Background: an optimization exercise with open tools, aiming at small area and few clock cycles. Do not read the settings as production practice. In this exercise RTL edits were held to simulation tests only and were not proved equivalent to the original. No activity file was given, so power comes from the tool's default toggle rates.

==> run a <==
==> flow/design.v <==
module CHIP (
    clk, rst_n,
    mem_read_D, mem_write_D, mem_addr_D, mem_wdata_D, mem_rdata_D, mem_ready_D,
    mem_read_I, mem_write_I, mem_addr_I, mem_wdata_I, mem_rdata_I, mem_ready_I,
    DCACHE_addr, DCACHE_wdata, DCACHE_wen, pipe_stall
);
input          clk, rst_n;
output         mem_read_D;
output         mem_write_D;
output [31:4]  mem_addr_D;
output [127:0] mem_wdata_D;
input  [127:0] mem_rdata_D;
input          mem_ready_D;
output         mem_read_I;
output         mem_write_I;
output [31:4]  mem_addr_I;
output [127:0] mem_wdata_I;
input  [127:0] mem_rdata_I;
input          mem_ready_I;
output [29:0]  DCACHE_addr;
output [31:0]  DCACHE_wdata;
output         DCACHE_wen;
output         pipe_stall;
localparam LNI = 2;               
localparam NI  = 1 << LNI;
localparam PF  = 2;               
localparam LND = 1;               
localparam ND  = 1 << LND;
localparam ITW = 8 - LNI;
integer k;
genvar g, w;
reg  [29:0] pc;                   
wire [27:0] pcblk = pc[29:2];
wire [LNI-1:0] pidx = pcblk[LNI-1:0];
reg  [NI*128-1:0] idata;
reg  [NI*ITW-1:0] itag;           
reg  [19:0]       ireg;           
reg  [NI-1:0]     ival;
reg               imr;
reg  [27:0]       ima;
wire         iregok = ireg == pcblk[27:8];
wire [127:0] iline = idata[pidx*128 +: 128];
wire         ihit  = iregok && ival[pidx] && itag[pidx*ITW +: ITW] == pcblk[7:LNI];
wire [31:0]  inst  = iline[pc[1:0]*32 +: 32];
wire [5:0]  op  = inst[31:26];
wire [5:0]  fn  = inst[5:0];
wire [4:0]  rs  = inst[25:21];
wire [4:0]  rt  = inst[20:16];
wire [4:0]  rd  = inst[15:11];
wire [4:0]  sh  = inst[10:6];
wire [15:0] imm = inst[15:0];
wire isR    = op == 6'h00;
wire isJR   = isR && (fn == 6'h08 || fn == 6'h09);
wire isJALR = isR && fn == 6'h09;
wire isJ    = op == 6'h02;
wire isJAL  = op == 6'h03;
wire isBEQ  = op == 6'h04;
wire isLW   = op == 6'h23;
wire isSW   = op == 6'h2b;
wire isADDI = op == 6'h08;
wire isANDI = op == 6'h0c;
wire isORI  = op == 6'h0d;
wire isXORI = op == 6'h0e;
wire isSLTI = op == 6'h0a;
wire isImm  = isADDI | isANDI | isORI | isXORI | isSLTI;
reg  [32*32-1:32] rfr;            
wire [32*32-1:0]  rf = {rfr, 32'd0};
reg  [31:0]      rv;              
wire [31:0] rsv = rv[rs] ? rf[rs*32 +: 32] : 32'd0;
wire [31:0] rtv = rv[rt] ? rf[rt*32 +: 32] : 32'd0;
wire [31:0] simm = {{16{imm[15]}}, imm};
wire [31:0] zimm = {16'd0, imm};
wire        dosub = isSLTI | (isR & (fn == 6'h22 || fn == 6'h2a));
wire [31:0] opb  = isR ? rtv : (isANDI | isORI | isXORI) ? zimm : simm;
wire [31:0] sum  = rsv + (dosub ? ~opb : opb) + {31'd0, dosub};
wire [31:0] land = rsv & opb;
wire [31:0] lor  = rsv | opb;
wire [31:0] lxor = rsv ^ opb;
function [31:0] rev32(input [31:0] x);
    integer j;
    for (j = 0; j < 32; j = j + 1) rev32[j] = x[31 - j];
endfunction
wire [31:0] shr = (fn[1] ? rsv : rev32(rsv)) >> sh;
wire [31:0] shl = rev32(shr);
reg [31:0] alu;
always @(*) begin
    alu = 32'd0;
    if (isR) begin
        case (fn)
            6'h20, 6'h22: alu = sum;
            6'h24: alu = land;
            6'h25: alu = lor;
            6'h26: alu = lxor;
            6'h27: alu = ~lor;
            6'h2a: alu = {31'd0, sum[31]};
            6'h00: alu = shl;
            6'h02, 6'h03: alu = shr;
            default: alu = 32'd0;
        endcase
    end else if (isADDI) alu = sum;
    else if (isANDI) alu = land;
    else if (isORI)  alu = lor;
    else if (isXORI) alu = lxor;
    else if (isSLTI) alu = {31'd0, sum[31]};
end
wire [29:0] pc1  = pc + 30'd1;
wire [29:0] btgt = pc1 + simm[29:0];
wire        eq   = rsv == rtv;
reg  [ND*128-1:0] ddata;
reg  [ND*28-1:0]  dtag;           
reg  [ND-1:0]     dlv;            
reg  [ND*4-1:0]   dmask;          
reg  [ND-1:0]     ddirty;
reg               dmr, dmw;       
reg               dkw;            
reg               wbv;            
reg  [27:0]       wba;
reg  [3:0]        wbm;            
reg  [127:0]      wbd;
reg               pend;           
reg  [4:0]        preg;
reg  [1:0]        pwo;
wire [27:0]    ablk  = sum[31:4];
wire [1:0]     wo    = sum[3:2];
wire [3:0]     wbit  = 4'b0001 << wo;
wire [4:0] lowsum = {1'b0, rsv[3:0]} + {1'b0, simm[3:0]};
function blkeq(input [27:0] a, input [27:0] b, input [27:0] t, input c4);
    reg [27:0] x, kk;
    begin
        x     = a ^ b ^ t;
        kk    = (a & b) | ((a | b) & ~t);
        blkeq = x == {kk[26:0], c4};
    end
endfunction
reg            dlru;              
reg            dfl;               
wire           lrdone = mem_ready_D & dmr & ~dkw;       
wire           wrdone = mem_ready_D & dmr &  dkw;       
wire           wwdone = mem_ready_D & dmw;              
wire [LND-1:0] fidx   = dfl;
wire           mfree  = ~(dmr | dmw) | mem_ready_D;
wire           wbv_e  = wbv & ~wwdone;
wire [3:0]     wbm_e  = wrdone ? 4'hf : wbm;
wire           pend_e = pend & ~lrdone;
wire           lfill0 = dmr & ~dkw & ~dfl;
wire           lfill1 = dmr & ~dkw &  dfl;
wire [3:0]     m0     = dmask[3:0];
wire [3:0]     m1     = dmask[7:4];
wire [3:0]     m0e    = (lfill0 & lrdone) ? 4'hf : m0;
wire [3:0]     m1e    = (lfill1 & lrdone) ? 4'hf : m1;
wire           hit0   = dlv[0] && blkeq(rsv[31:4], simm[31:4], dtag[27:0],  lowsum[4]);
wire           hit1   = dlv[1] && blkeq(rsv[31:4], simm[31:4], dtag[55:28], lowsum[4]);
wire           taghit = hit0 | hit1;
wire           wbhit  = wbv_e && blkeq(rsv[31:4], simm[31:4], wba, lowsum[4]);
wire           vfill0 = dlru ? lfill1 : lfill0;
wire           ofill  = dlru ? lfill0 : lfill1;
wire           alt    = vfill0 | (ddirty[dlru] & wbv & ~ddirty[~dlru] & ~ofill);
wire           v      = dlru ^ alt;
wire           vfill  = v ? lfill1 : lfill0;
wire           vdirty = ddirty[v];
wire [3:0]     vmask  = v ? m1 : m0;
wire           vevok  = ~vdirty | ~wbv_e;
wire [27:0]    vtag   = v ? dtag[55:28] : dtag[27:0];
wire [LND-1:0] s      = hit1 ? 1'b1 : hit0 ? 1'b0 : v;
wire [3:0]     smask  = hit1 ? m1e : m0e;               
wire [31:0]    lw0    = ddata[wo*32 +: 32];
wire [31:0]    lw1    = ddata[128 + wo*32 +: 32];
wire           fr0    = lfill0 & lrdone & ~m0[wo];
wire           fr1    = lfill1 & lrdone & ~m1[wo];
wire [31:0]    lword  = (hit1 ? fr1 : fr0) ? mem_rdata_D[wo*32 +: 32] : hit1 ? lw1 : lw0;
wire           hitnf  = (hit0 & ~(lfill0 & ~lrdone)) | (hit1 & ~(lfill1 & ~lrdone));
wire [4:0]  wa_c;
wire        wr_c;
wire        rdrs  = ~(isJ | isJAL);
wire        rdrt  = isR | isBEQ | isSW;
wire        haz   = pend && ((rdrs && rs == preg) || (rdrt && rt == preg) || (wr_c && wa_c == preg));
wire        fillw = lrdone & pend;                       
wire        block = haz | (fillw & wr_c);
wire ld_hit  = (hit0 & m0e[wo]) | (hit1 & m1e[wo]);
wire ld_go   = ~ld_hit & mfree & ~pend_e & ~wbhit & (hitnf | (~taghit & ~vfill & vevok));    
wire st_go   = ~lrdone & (taghit | (~vfill & vevok));
wire dready  = isLW ? (ld_hit | ld_go) : isSW ? st_go : 1'b1;
wire retire  = ihit & ~block & dready;
wire d_ld    = retire & isLW & ~ld_hit;                  
wire d_evict = retire & ~taghit & vdirty & (isLW | isSW);
wire d_st    = retire & isSW;
wire d_retag = retire & ~taghit & (isLW | isSW);
wire need_wb = ihit & ~block & (isLW | isSW) & ~dready & mfree & wbv_e &
               (isLW ? (wbhit | (~taghit & vdirty)) : (~taghit & vdirty & ~vfill));
wire wb_go   = mfree & wbv_e & ~d_ld & ((isLW | isSW) ? (need_wb | dready) : 1'b1);
wire        wen = retire & ~d_ld & wr_c;
assign wr_c = (isR & ~(fn == 6'h08)) | isImm | isLW | isJAL;
assign wa_c = isJAL ? 5'd31 : isR ? rd : rt;
wire [4:0]  wa  = fillw ? preg : wa_c;
wire [31:0] wd  = fillw ? mem_rdata_D[pwo*32 +: 32] :
                  isLW ? lword : (isJAL | isJALR) ? {pc1, 2'b00} : alu;
wire        we  = fillw | wen;
generate for (g = 1; g < 32; g = g + 1) begin : RFW
    always @(posedge clk)
        if (we && wa == g) rfr[g*32 +: 32] <= wd;
end endgenerate
always @(posedge clk or negedge rst_n)
    if (!rst_n) rv <= 32'd0;
    else if (we && wa != 5'd0) rv[wa] <= 1'b1;
wire [29:0] npc = (isJ | isJAL) ? {pc1[29:26], inst[25:0]} :
                  isJR          ? rsv[31:2] :
                  (isBEQ & eq)  ? btgt : pc1;
always @(posedge clk or negedge rst_n)
    if (!rst_n) pc <= 30'd0;
    else if (retire) pc <= npc;
reg srep;                         
always @(posedge clk or negedge rst_n)
    if (!rst_n) srep <= 1'b0;
    else if (retire) srep <= 1'b0;
    else if (ihit & isSW & ~haz) srep <= 1'b1;
assign DCACHE_wen   = isSW;
assign DCACHE_addr  = sum[31:2];
assign DCACHE_wdata = rtv;
assign pipe_stall   = ~(ihit & ~haz & ~srep);
always @(posedge clk or negedge rst_n) begin
    if (!rst_n) begin
        dmr <= 1'b0; dmw <= 1'b0; dkw <= 1'b0;
        dlv <= {ND{1'b0}}; dmask <= {ND*4{1'b0}}; ddirty <= {ND{1'b0}};
        wbv <= 1'b0; wbm <= 4'd0; pend <= 1'b0; preg <= 5'd0; pwo <= 2'd0;
        dlru <= 1'b0; dfl <= 1'b0;
    end else begin
        if (mem_ready_D) begin
            dmr <= 1'b0; dmw <= 1'b0;
        end
        if (lrdone) begin
            dmask[fidx*4 +: 4] <= 4'hf;
            pend <= 1'b0;
        end
        if (wrdone) wbm <= 4'hf;
        if (wwdone) wbv <= 1'b0;
        if (retire && (isLW || isSW)) dlru <= ~s;
        if (d_ld) begin
            dmr <= 1'b1; dkw <= 1'b0; dfl <= s;
            pend <= wr_c & (rt != 5'd0); preg <= rt; pwo <= wo;
        end else if (wb_go) begin
            dkw <= 1'b1;
            if (wbm_e == 4'hf) dmw <= 1'b1; else dmr <= 1'b1;
        end
        if (d_evict) begin
            wbv <= 1'b1; wbm <= vmask;
        end
        if (d_retag) begin
            dlv[s] <= 1'b1;
            ddirty[s] <= isSW;
            dmask[s*4 +: 4] <= isSW ? wbit : 4'h0;
        end else if (d_st) begin
            ddirty[s] <= 1'b1;
            dmask[s*4 +: 4] <= smask | wbit;
        end
    end
end
generate for (g = 0; g < ND; g = g + 1) begin : DL
    always @(posedge clk)
        if (d_retag && s == g) dtag[g*28 +: 28] <= ablk;
    for (w = 0; w < 4; w = w + 1) begin : W
        always @(posedge clk)
            if ((d_st && s == g && wo == w) || (lrdone && fidx == g && !dmask[g*4 + w]))
                ddata[g*128 + w*32 +: 32] <= lrdone ? mem_rdata_D[w*32 +: 32] : rtv;
    end
end endgenerate
always @(posedge clk)
    if (d_evict) wba <= vtag;
generate for (w = 0; w < 4; w = w + 1) begin : WB
    always @(posedge clk)
        if (d_evict)
            wbd[w*32 +: 32] <= v ? ddata[128 + w*32 +: 32] : ddata[w*32 +: 32];
        else if (wrdone && !wbm[w])
            wbd[w*32 +: 32] <= mem_rdata_D[w*32 +: 32];
end endgenerate
assign mem_read_D  = dmr;
assign mem_write_D = dmw;
assign mem_addr_D  = dkw ? wba : dfl ? dtag[55:28] : dtag[27:0];
assign mem_wdata_D = wbd;
wire [LNI-1:0] iidx = ima[LNI-1:0];
reg  [7:0]     loopb;             
reg            ireq;
reg  [27:0]    inext;
reg  [8:0]     cb;
reg  [LNI-1:0] ci;
wire           inloop = pcblk[7:0] == loopb;
always @(*) begin
    ireq  = 1'b0;
    inext = pcblk;
    for (k = PF; k >= 1; k = k - 1) begin
        cb = {1'b0, pcblk[7:0]} + k;
        ci = cb[LNI-1:0];
        if (iregok && !cb[8] && !(k > 1 && inloop) &&
            !(ival[ci] && itag[ci*ITW +: ITW] == cb[7:LNI]) && !(mem_ready_I && iidx == ci)) begin
            ireq  = 1'b1;
            inext = {pcblk[27:8], cb[7:0]};
        end
    end
    if (!ihit && !(mem_ready_I && iidx == pidx)) begin
        ireq  = 1'b1;
        inext = pcblk;
    end
end
always @(posedge clk or negedge rst_n) begin
    if (!rst_n) begin
        imr <= 1'b0; ima <= 28'd0; ival <= {NI{1'b0}}; loopb <= 8'd0;
    end else begin
        if (mem_ready_I) begin
            imr <= 1'b0;
            if (ima[27:8] == ireg) ival[iidx] <= 1'b1;
            else ival <= {{NI-1{1'b0}}, 1'b1} << iidx;
        end
        if ((!imr || mem_ready_I) && ireq) begin
            imr <= 1'b1;
            ima <= inext;
        end
        if (retire && isJ && inst[25:0] < pc[25:0]) loopb <= pcblk[7:0];
    end
end
always @(posedge clk)
    if (mem_ready_I) ireg <= ima[27:8];
generate for (g = 0; g < NI; g = g + 1) begin : IL
    always @(posedge clk)
        if (mem_ready_I && iidx == g) begin
            idata[g*128 +: 128] <= mem_rdata_I;
            itag[g*ITW +: ITW]  <= ima[7:LNI];
        end
end endgenerate
assign mem_read_I  = imr | (ireq & rst_n);
assign mem_addr_I  = imr ? ima : inext;
assign mem_write_I = 1'b0;
assign mem_wdata_I = 128'd0;
endmodule
==> flow/run.sh <==
#!/bin/bash
# synth_recipe.tcl (not shown) runs the flow's synth.tcl, then flattens the netlist and writes it again
# the make line also repeats each setting of config.mk as NAME=value (left out here)
make -C /OpenROAD-flow-scripts/flow DESIGN_CONFIG=/design/flow/config.mk WORK_HOME=/design/flow/orfs CLKGATE_MAP_FILE= SYNTH_SCRIPT=/design/flow/synth_recipe.tcl finish
==> flow/config.mk <==
export PLATFORM = sky130hd
export DESIGN_NAME = CHIP
export DESIGN_NICKNAME = CHIP
export VERILOG_FILES = /design/flow/design.v
export SDC_FILE = /design/flow/constraint.sdc
export NUM_CORES = 4
export LEC_CHECK = 0
export CAP_MARGIN = 20
export CORE_MARGIN = 2
export CORE_UTILIZATION = 40
export SLEW_MARGIN = 20
==> flow/constraint.sdc <==
create_clock -name core_clock -period 11.0 [get_ports {clk}]
set_input_delay 2.2000 -clock core_clock [delete_from_list [all_inputs] [get_ports {clk}]]
set_output_delay 2.2000 -clock core_clock [all_outputs]
set_load 0.01 [all_outputs]
==> inputs of run b, as changes to run a <==
--- a/flow/design.v
+++ b/flow/design.v
@@ -40,7 +40,13 @@
 reg  [27:0]       ima;
 wire         iregok = ireg == pcblk[27:8];
-wire [127:0] iline = idata[pidx*128 +: 128];
 wire         ihit  = iregok && ival[pidx] && itag[pidx*ITW +: ITW] == pcblk[7:LNI];
-wire [31:0]  inst  = iline[pc[1:0]*32 +: 32];
+wire [4*NI-1:0] isel = {{4*NI-1{1'b0}}, 1'b1} << {pidx, pc[1:0]};
+reg  [31:0]  inst;
+integer q;
+always @(*) begin
+    inst = 32'd0;
+    for (q = 0; q < 4*NI; q = q + 1)
+        inst = inst | (idata[q*32 +: 32] & {32{isel[q]}});
+end
 wire [5:0]  op  = inst[31:26];
 wire [5:0]  fn  = inst[5:0];
@@ -67,6 +73,16 @@
 wire [32*32-1:0]  rf = {rfr, 32'd0};
 reg  [31:0]      rv;              
-wire [31:0] rsv = rv[rs] ? rf[rs*32 +: 32] : 32'd0;
-wire [31:0] rtv = rv[rt] ? rf[rt*32 +: 32] : 32'd0;
+wire [31:0] rssel = (32'd1 << rs) & rv;
+wire [31:0] rtsel = (32'd1 << rt) & rv;
+reg  [31:0] rsv, rtv;
+integer r;
+always @(*) begin
+    rsv = 32'd0;
+    rtv = 32'd0;
+    for (r = 1; r < 32; r = r + 1) begin
+        rsv = rsv | (rf[r*32 +: 32] & {32{rssel[r]}});
+        rtv = rtv | (rf[r*32 +: 32] & {32{rtsel[r]}});
+    end
+end
 wire [31:0] simm = {{16{imm[15]}}, imm};
 wire [31:0] zimm = {16'd0, imm};
@@ -121,6 +137,7 @@
 reg  [4:0]        preg;
 reg  [1:0]        pwo;
-wire [27:0]    ablk  = sum[31:4];
-wire [1:0]     wo    = sum[3:2];
+wire [31:0]    maddr = rsv + simm;
+wire [27:0]    ablk  = maddr[31:4];
+wire [1:0]     wo    = maddr[3:2];
 wire [3:0]     wbit  = 4'b0001 << wo;
 wire [4:0] lowsum = {1'b0, rsv[3:0]} + {1'b0, simm[3:0]};
@@ -215,5 +232,5 @@
     else if (ihit & isSW & ~haz) srep <= 1'b1;
 assign DCACHE_wen   = isSW;
-assign DCACHE_addr  = sum[31:2];
+assign DCACHE_addr  = maddr[31:2];
 assign DCACHE_wdata = rtv;
 assign pipe_stall   = ~(ihit & ~haz & ~srep);
Settings changed: CTS_CLUSTER_DIAMETER set to 100, CTS_CLUSTER_SIZE set to 22.
==> inputs of run c, as changes to run a <==
--- a/flow/design.v
+++ b/flow/design.v
@@ -40,7 +40,13 @@
 reg  [27:0]       ima;
 wire         iregok = ireg == pcblk[27:8];
-wire [127:0] iline = idata[pidx*128 +: 128];
 wire         ihit  = iregok && ival[pidx] && itag[pidx*ITW +: ITW] == pcblk[7:LNI];
-wire [31:0]  inst  = iline[pc[1:0]*32 +: 32];
+wire [4*NI-1:0] isel = {{4*NI-1{1'b0}}, 1'b1} << {pidx, pc[1:0]};
+reg  [31:0]  inst;
+integer q;
+always @(*) begin
+    inst = 32'd0;
+    for (q = 0; q < 4*NI; q = q + 1)
+        inst = inst | (idata[q*32 +: 32] & {32{isel[q]}});
+end
 wire [5:0]  op  = inst[31:26];
 wire [5:0]  fn  = inst[5:0];
@@ -67,6 +73,16 @@
 wire [32*32-1:0]  rf = {rfr, 32'd0};
 reg  [31:0]      rv;              
-wire [31:0] rsv = rv[rs] ? rf[rs*32 +: 32] : 32'd0;
-wire [31:0] rtv = rv[rt] ? rf[rt*32 +: 32] : 32'd0;
+wire [31:0] rssel = (32'd1 << rs) & rv;
+wire [31:0] rtsel = (32'd1 << rt) & rv;
+reg  [31:0] rsv, rtv;
+integer r;
+always @(*) begin
+    rsv = 32'd0;
+    rtv = 32'd0;
+    for (r = 1; r < 32; r = r + 1) begin
+        rsv = rsv | (rf[r*32 +: 32] & {32{rssel[r]}});
+        rtv = rtv | (rf[r*32 +: 32] & {32{rtsel[r]}});
+    end
+end
 wire [31:0] simm = {{16{imm[15]}}, imm};
 wire [31:0] zimm = {16'd0, imm};
@@ -121,6 +137,7 @@
 reg  [4:0]        preg;
 reg  [1:0]        pwo;
-wire [27:0]    ablk  = sum[31:4];
-wire [1:0]     wo    = sum[3:2];
+wire [31:0]    maddr = rsv + simm;
+wire [27:0]    ablk  = maddr[31:4];
+wire [1:0]     wo    = maddr[3:2];
 wire [3:0]     wbit  = 4'b0001 << wo;
 wire [4:0] lowsum = {1'b0, rsv[3:0]} + {1'b0, simm[3:0]};
@@ -215,5 +232,5 @@
     else if (ihit & isSW & ~haz) srep <= 1'b1;
 assign DCACHE_wen   = isSW;
-assign DCACHE_addr  = sum[31:2];
+assign DCACHE_addr  = maddr[31:2];
 assign DCACHE_wdata = rtv;
 assign pipe_stall   = ~(ihit & ~haz & ~srep);
==> flow/flow/run.sh (new file) <==
#!/bin/bash
# The standard layout (standard.sh, unchanged synthesis and steps), except that
# the buffer placed on every input and output port is a buf_1 cell instead of
# the delay cell the resizer picks by default. Make's full output goes to
# standard.log in this folder; the ORFS step logs stay under orfs/logs.
set -euo pipefail
export BUFFER_PORTS_ARGS="-buffer_cell sky130_fd_sc_hd__buf_1"
bash standard.sh > standard.log 2>&1
==> flow/standard.sh (new file) <==
#!/bin/bash
# synth_recipe.tcl (not shown) runs the flow's synth.tcl, then flattens the netlist and writes it again
# the make line also repeats each setting of config.mk as NAME=value (left out here)
make -C /OpenROAD-flow-scripts/flow DESIGN_CONFIG=/design/flow/config.mk WORK_HOME=/design/flow/orfs CLKGATE_MAP_FILE= SYNTH_SCRIPT=/design/flow/synth_recipe.tcl "${@:-finish}"
Settings changed: CTS_CLUSTER_DIAMETER set to 100, CTS_CLUSTER_SIZE set to 22.
removed: flow/run.sh
==> impl_results.md <==
* Outcome: no timing/DRC/antenna violations
* Non-clock buffer count at 1208
* Met3 GRT Util at 12.1%
* Via density at 7.08
* Worst flop-to-flop path startpoint: pc[0]
* Nonclk inv count at 275
* Post-CTS setup buffer count at 3
* Comb pwr share at 28.0%
* Die Y at 534 um
* Cell Area, Synth at 0.112 mm2
* Clock buffer cells at 169
* Core ar. at 0.279 mm2
* Internal at 13400 uW
* Placed insts at 13300
* P_sw at 7140 uW
* Final period util at 97.9%
the above is filed under run b

==> impl_results.md <==
* Post-CTS setup buffer count at 6
* Worst flop-to-flop path startpoint: pc[1]
* Internal at 13200 uW
* Final period util at 100%
* Final worst setup slack at -0.0167 ns
* Clock buffer cells at 162
* Outcome: failed layout checks
* Die Y at 534 um
* SO Faults: setup timing
* Met3 GRT Util at 12.6%
* Non-clock buffer count at 1241
* Finish-stage setup viols at 1
* Via density at 7.12
* Placed insts at 13300
* Core ar. at 0.279 mm2
the above is filed under run c

==> impl_results.md <==
* Outcome: no timing/DRC/antenna violations
* Clock buffer cells at 293
* Worst flop-to-flop path startpoint: pc[2]
* Cell Area, Synth at 0.118 mm2
* Worst-Margin Slew at 1.32 ns
* Via density at 6.33
* P_sw at 5540 uW
* Fin nets at 11800
* Met3 GRT Util at 8.99%
* Internal at 14600 uW
* Placed insts at 15000
* Core ar. at 0.294 mm2
* Comb pwr share at 15.0%
* Sw frac at 27.5%
* Non-clock buffer count at 1147
* Final period util at 97.5%
the above is filed under run a

Testbench counts of run a, summed over its fixed seeds: cycles 33,638.
Testbench counts of run b, summed over its fixed seeds: cycles 33,638.
Testbench counts of run c, summed over its fixed seeds: cycles 33,638.

static timing again, ports no longer ideal:
No port has a modelled driver above. Below, the same layouts with a new extraction and two added sets of constraints.
Step 1 assumes that a clkbuf_16 drives the clock port and a buf_2 every other input.
Step 2, shift: input delay + t, output delay - t, t = (earliest + latest rising clock arrival at the registers) / 2. This alone moves slack from input paths to output paths.
Three values: no drivers, after step 1, after step 2; two values: the first two.
run	t (ns)	setup WS [ns]	worst data-port slew with drivers (ns)	cell pins on the clock port's net
run a	1.012	0.280 / 0.180 / 0.339	0.17	1
run b	0.999	0.230 / 0.115 / 0.331	0.16	1
run c	0.986	-0.017 / -0.116 / 0.780	0.18	1
